From an optimization exercise on the open Yosys and OpenROAD flow, aimed at small area; shortcuts taken in it are not production practice.
Only simulation tests tie the RTL to the original design; equivalence was not proved.
Power and IR drop assume default switching activity.

## the baseline
// wal_video
module wal_video (
    input  logic        clk,
    input  logic        rst,         
    input  logic        reg_we,
    input  logic [3:0]  reg_addr,    
    input  logic [31:0] reg_wdata,
    output logic [11:0] vram_addr,
    input  logic [31:0] vram_rdata,
    output logic        hs,
    output logic        vs,
    output logic        vde,
    output logic [3:0]  red,
    output logic [3:0]  green,
    output logic [3:0]  blue
);
Size: ~1,600 cells after synthesis, ~250 flip-flops, ~98 I/O pins, roughly 0.014 mm² of cells after synthesis.
export LEC_CHECK = 0
export ABC_AREA = 1
export CAP_MARGIN = 0
export CORE_MARGIN = 2
export CORE_UTILIZATION = 40
export CTS_CLUSTER_DIAMETER = 70
export CTS_CLUSTER_SIZE = 24
export PLACE_DENSITY = 0.95
export SLEW_MARGIN = 0
export SYNTH_MEMORY_MAX_BITS = 32768
create_clock -name core_clock -period 18.0 [get_ports {clk}]
standard.sh (not shown) runs the stock make flow with config.mk's settings and CLKGATE_MAP_FILE= SYNTH_SCRIPT=/design/flow/synth_recipe.tcl, a recipe that flattens the netlist after the stock synthesis.
==> flow/flow/run.sh <==
#!/bin/bash
# Own layout flow: the standard layout (standard.sh), except that
#  - synthesis maps the combinational logic with an area-oriented ABC script
#    (flow/area.script); everything else in synthesis, including the
#    registers, is the standard synthesis (flow/my_synth.tcl is
#    synth_recipe.tcl with the abc call's script swapped);
#  - synthesis leaves adders to ABC instead of mapping them to the
#    library's full/half-adder cells (ADDER_MAP_FILE empty);
#  - port buffers are the smallest buffer (sky130_fd_sc_hd__buf_1);
#  - clock tree synthesis without dummy loads (CTS_ARGS: the standard
#    arguments with CTS_CLUSTER_SIZE / CTS_CLUSTER_DIAMETER from config.mk,
#    plus -dont_use_dummy_load).
set -euo pipefail
W=$(pwd)
F=$W/flow
sed "s#SYNTH_SCRIPT=[^ ]*#SYNTH_SCRIPT=$F/my_synth.tcl#" standard.sh > $W/my_standard.sh
grep -q "SYNTH_SCRIPT=$F/my_synth.tcl" $W/my_standard.sh
export MY_ABC_SCRIPT=$F/area.script
export ADDER_MAP_FILE=
export BUFFER_PORTS_ARGS="-buffer_cell sky130_fd_sc_hd__buf_1"
export CTS_ARGS="-sink_clustering_enable -repair_clock_nets -sink_clustering_size 24 -sink_clustering_max_diameter 70 -dont_use_dummy_load"
bash $W/my_standard.sh finish > $W/flow_make.log 2>&1
==> flow/flow/area.script <==
strash
ifraig
scorr
dc2
dch -f
amap -m -F 2 -A 6
strash
dch -f
amap -m -F 2 -A 6
topo
==> flow/flow/my_synth.tcl <==
proc synth {args} { yosys synth -nofsm -noshare {*}$args }
proc abc {args} {
  set i [lsearch -exact $args -script]
  if {$i >= 0} { set args [lreplace $args $i [expr {$i+1}] -script $::env(MY_ABC_SCRIPT)] }
  yosys abc {*}$args
}
source $::env(SCRIPTS_DIR)/synth.tcl
# left out here: clear keep_hierarchy, flatten, clean up, hide names made inside functions, write 1_2_yosys.v
The baseline finished end to end and its layout was clean on timing, DRC and antenna.
Changes in the candidate relative to the baseline:
Settings: PLACE_DENSITY now 0.9, was 0.95; CORE_UTILIZATION now 55, was 40.
--- outcome ---
As far as via count is concerned, the baseline and the candidate perform about the same. Relative to the baseline, detailed-route vias per instance increased by about 5.3% in the candidate. In the reports for the baseline and the candidate, the smaller post-layout net count belongs to the baseline. Across both runs, first-iteration DRC count was higher for the candidate than for the baseline. In the flow results for the baseline and the candidate, the count of clock-buffer cells in the layout is smaller on the baseline. Diff the baseline -> the candidate | combined buffer and inverter count along the critical path | increase of 4. Min multi-input logic portion of the cell area across the baseline and the candidate: the baseline.


wal_video, a different RTL version from the one above (not shown whole).
Size: roughly 1,900 cells after synthesis, roughly 270 flip-flops, ~17,000 sq um of cells after synthesis.
make LEC_CHECK=0 ABC_AREA=1 CAP_MARGIN=20 CORE_MARGIN=2 CORE_UTILIZATION=40 SLEW_MARGIN=20 SYNTH_MEMORY_MAX_BITS=32768 finish   # period 18.0 ns
run.sh (not shown) runs the stock make flow with config.mk's settings and CLKGATE_MAP_FILE= SYNTH_SCRIPT=/design/flow/synth_recipe.tcl, a recipe that flattens the netlist after the stock synthesis.
Stock flow here: none of the scripts above is used.
Next try:
==> flow/flow/run.sh (new file) <==
#!/bin/bash
# Own layout flow: the standard layout (standard.sh), except that
#  - synthesis maps the combinational logic with an area-oriented ABC script
#    (flow/area.script); everything else in synthesis, including the
#    registers, is the standard synthesis (flow/my_synth.tcl is
#    synth_recipe.tcl with the abc call's script swapped);
#  - port buffers are the smallest buffer (sky130_fd_sc_hd__buf_1).
set -euo pipefail
W=$(pwd)
F=$W/flow
sed "s#SYNTH_SCRIPT=[^ ]*#SYNTH_SCRIPT=$F/my_synth.tcl#" standard.sh > $W/my_standard.sh
grep -q "SYNTH_SCRIPT=$F/my_synth.tcl" $W/my_standard.sh
export MY_ABC_SCRIPT=$F/area.script
export BUFFER_PORTS_ARGS="-buffer_cell sky130_fd_sc_hd__buf_1"
bash $W/my_standard.sh finish > $W/flow_make.log 2>&1
==> flow/flow/area.script (new file) <==
strash
ifraig
scorr
dc2
dch -f
amap -m -F 2 -A 6
strash
dch -f
amap -m -F 2 -A 6
topo
==> flow/flow/my_synth.tcl (new file) <==
proc synth {args} { yosys synth -nofsm -noshare {*}$args }
proc abc {args} {
  set i [lsearch -exact $args -script]
  if {$i >= 0} { set args [lreplace $args $i [expr {$i+1}] -script $::env(MY_ABC_SCRIPT)] }
  yosys abc {*}$args
}
source $::env(SCRIPTS_DIR)/synth.tcl
# left out here: clear keep_hierarchy, flatten, clean up, hide names made inside functions, write 1_2_yosys.v
==> flow/standard.sh (new file) <==
#!/bin/bash
# synth_recipe.tcl (not shown) runs the flow's synth.tcl, then flattens the netlist and writes it again
# the make line also repeats each setting of config.mk as NAME=value (left out here)
make -C /OpenROAD-flow-scripts/flow DESIGN_CONFIG=/design/flow/config.mk WORK_HOME=/design/flow/orfs CLKGATE_MAP_FILE= SYNTH_SCRIPT=/design/flow/synth_recipe.tcl "${@:-finish}"
--- a/flow/config.mk
+++ b/flow/config.mk
@@ -7,7 +7,10 @@
 export LEC_CHECK = 0
 export ABC_AREA = 1
-export CAP_MARGIN = 20
+export CAP_MARGIN = 0
 export CORE_MARGIN = 2
 export CORE_UTILIZATION = 40
-export SLEW_MARGIN = 20
+export CTS_BUF_LIST = sky130_fd_sc_hd__clkbuf_4 sky130_fd_sc_hd__clkbuf_8
+export CTS_CLUSTER_DIAMETER = 60
+export CTS_CLUSTER_SIZE = 20
+export SLEW_MARGIN = 0
 export SYNTH_MEMORY_MAX_BITS = 32768
removed: flow/run.sh
Routed wire length drops by a few percent.
Cell area goes down by roughly a tenth.
Maximum frequency falls by about a fifth.
Global-route usage went up by 0.84 points.
Synthesized area goes down by roughly a tenth.
Via count falls by a few percent.
Clock power falls by a quarter to a third.
First-iteration DRC count drops by a few percent.
Combinational power came out lower by about a fifth.
Sequential power barely changes.
Next try:
==> flow/flow/area.script (replaced) <==
strash
dch
amap
strash
dch
amap
topo
==> flow/config.mk (replaced) <==
export PLATFORM = sky130hd
export DESIGN_NAME = wal_video
export DESIGN_NICKNAME = wal_video
export VERILOG_FILES = /design/flow/design.v
export SDC_FILE = /design/flow/constraint.sdc
export NUM_CORES = 4
export LEC_CHECK = 0
export ABC_AREA = 1
export CAP_MARGIN = 20
export CORE_MARGIN = 2
export CORE_UTILIZATION = 40
export SLEW_MARGIN = 20
export SYNTH_MEMORY_MAX_BITS = 32768
=> Routed wire length is higher by 3.0%. Global-route usage is higher by 0.23 points. Count of clock-buffer cells in the layout is higher by 18. Register-to-register slack loses 530 ps. Worst setup slack loses 96 ps. Power is higher by about 15%. Synthesized area is higher by 0.44%. Via count is higher by about 0.47%.

[what the ideal ports hide]
Ports are ideal in the flow. The routed layouts listed here were re-timed in OpenROAD.
Step 1 assumes that a clkbuf_16 drives the clock port and a buf_2 every other input.
Step 2 adds t to the input delays and takes it off the output delays; t is the mean of the earliest and latest rising clock arrival at the registers after step 1. Input paths then give back, and output paths get back, about the clock's delay inside the block.
Slacks: ideal ports / drivers / drivers and shift; pairs: ideal ports / drivers.
| run | t (ns) | slack for setup (ns) | latest minus earliest clock arrival (ns) | worst slew at a driven data input, ns | pins driven straight from the clock port |
|---|---|---|---|---|---|
| the baseline | 0.517 | 1.074 / 1.031 / 1.548 | 0.025 / 0.026 | 0.09 | 1 |
| the candidate | 0.532 | 1.242 / 1.192 / 1.725 | 0.069 / 0.069 | 0.11 | 1 |
| the first run of note 2 | 0.617 | 4.663 / 4.611 / 5.228 | 0.017 / 0.016 | 0.04 | 1 |
| the second run of note 2 | 0.621 | 1.686 / 1.638 / 2.259 | 0.048 / 0.048 | 0.09 | 1 |
| the third run of note 2 | 0.610 | 1.590 / 1.541 / 2.151 | 0.019 / 0.020 | 0.09 | 1 |
After both steps every run listed still meets setup and hold.
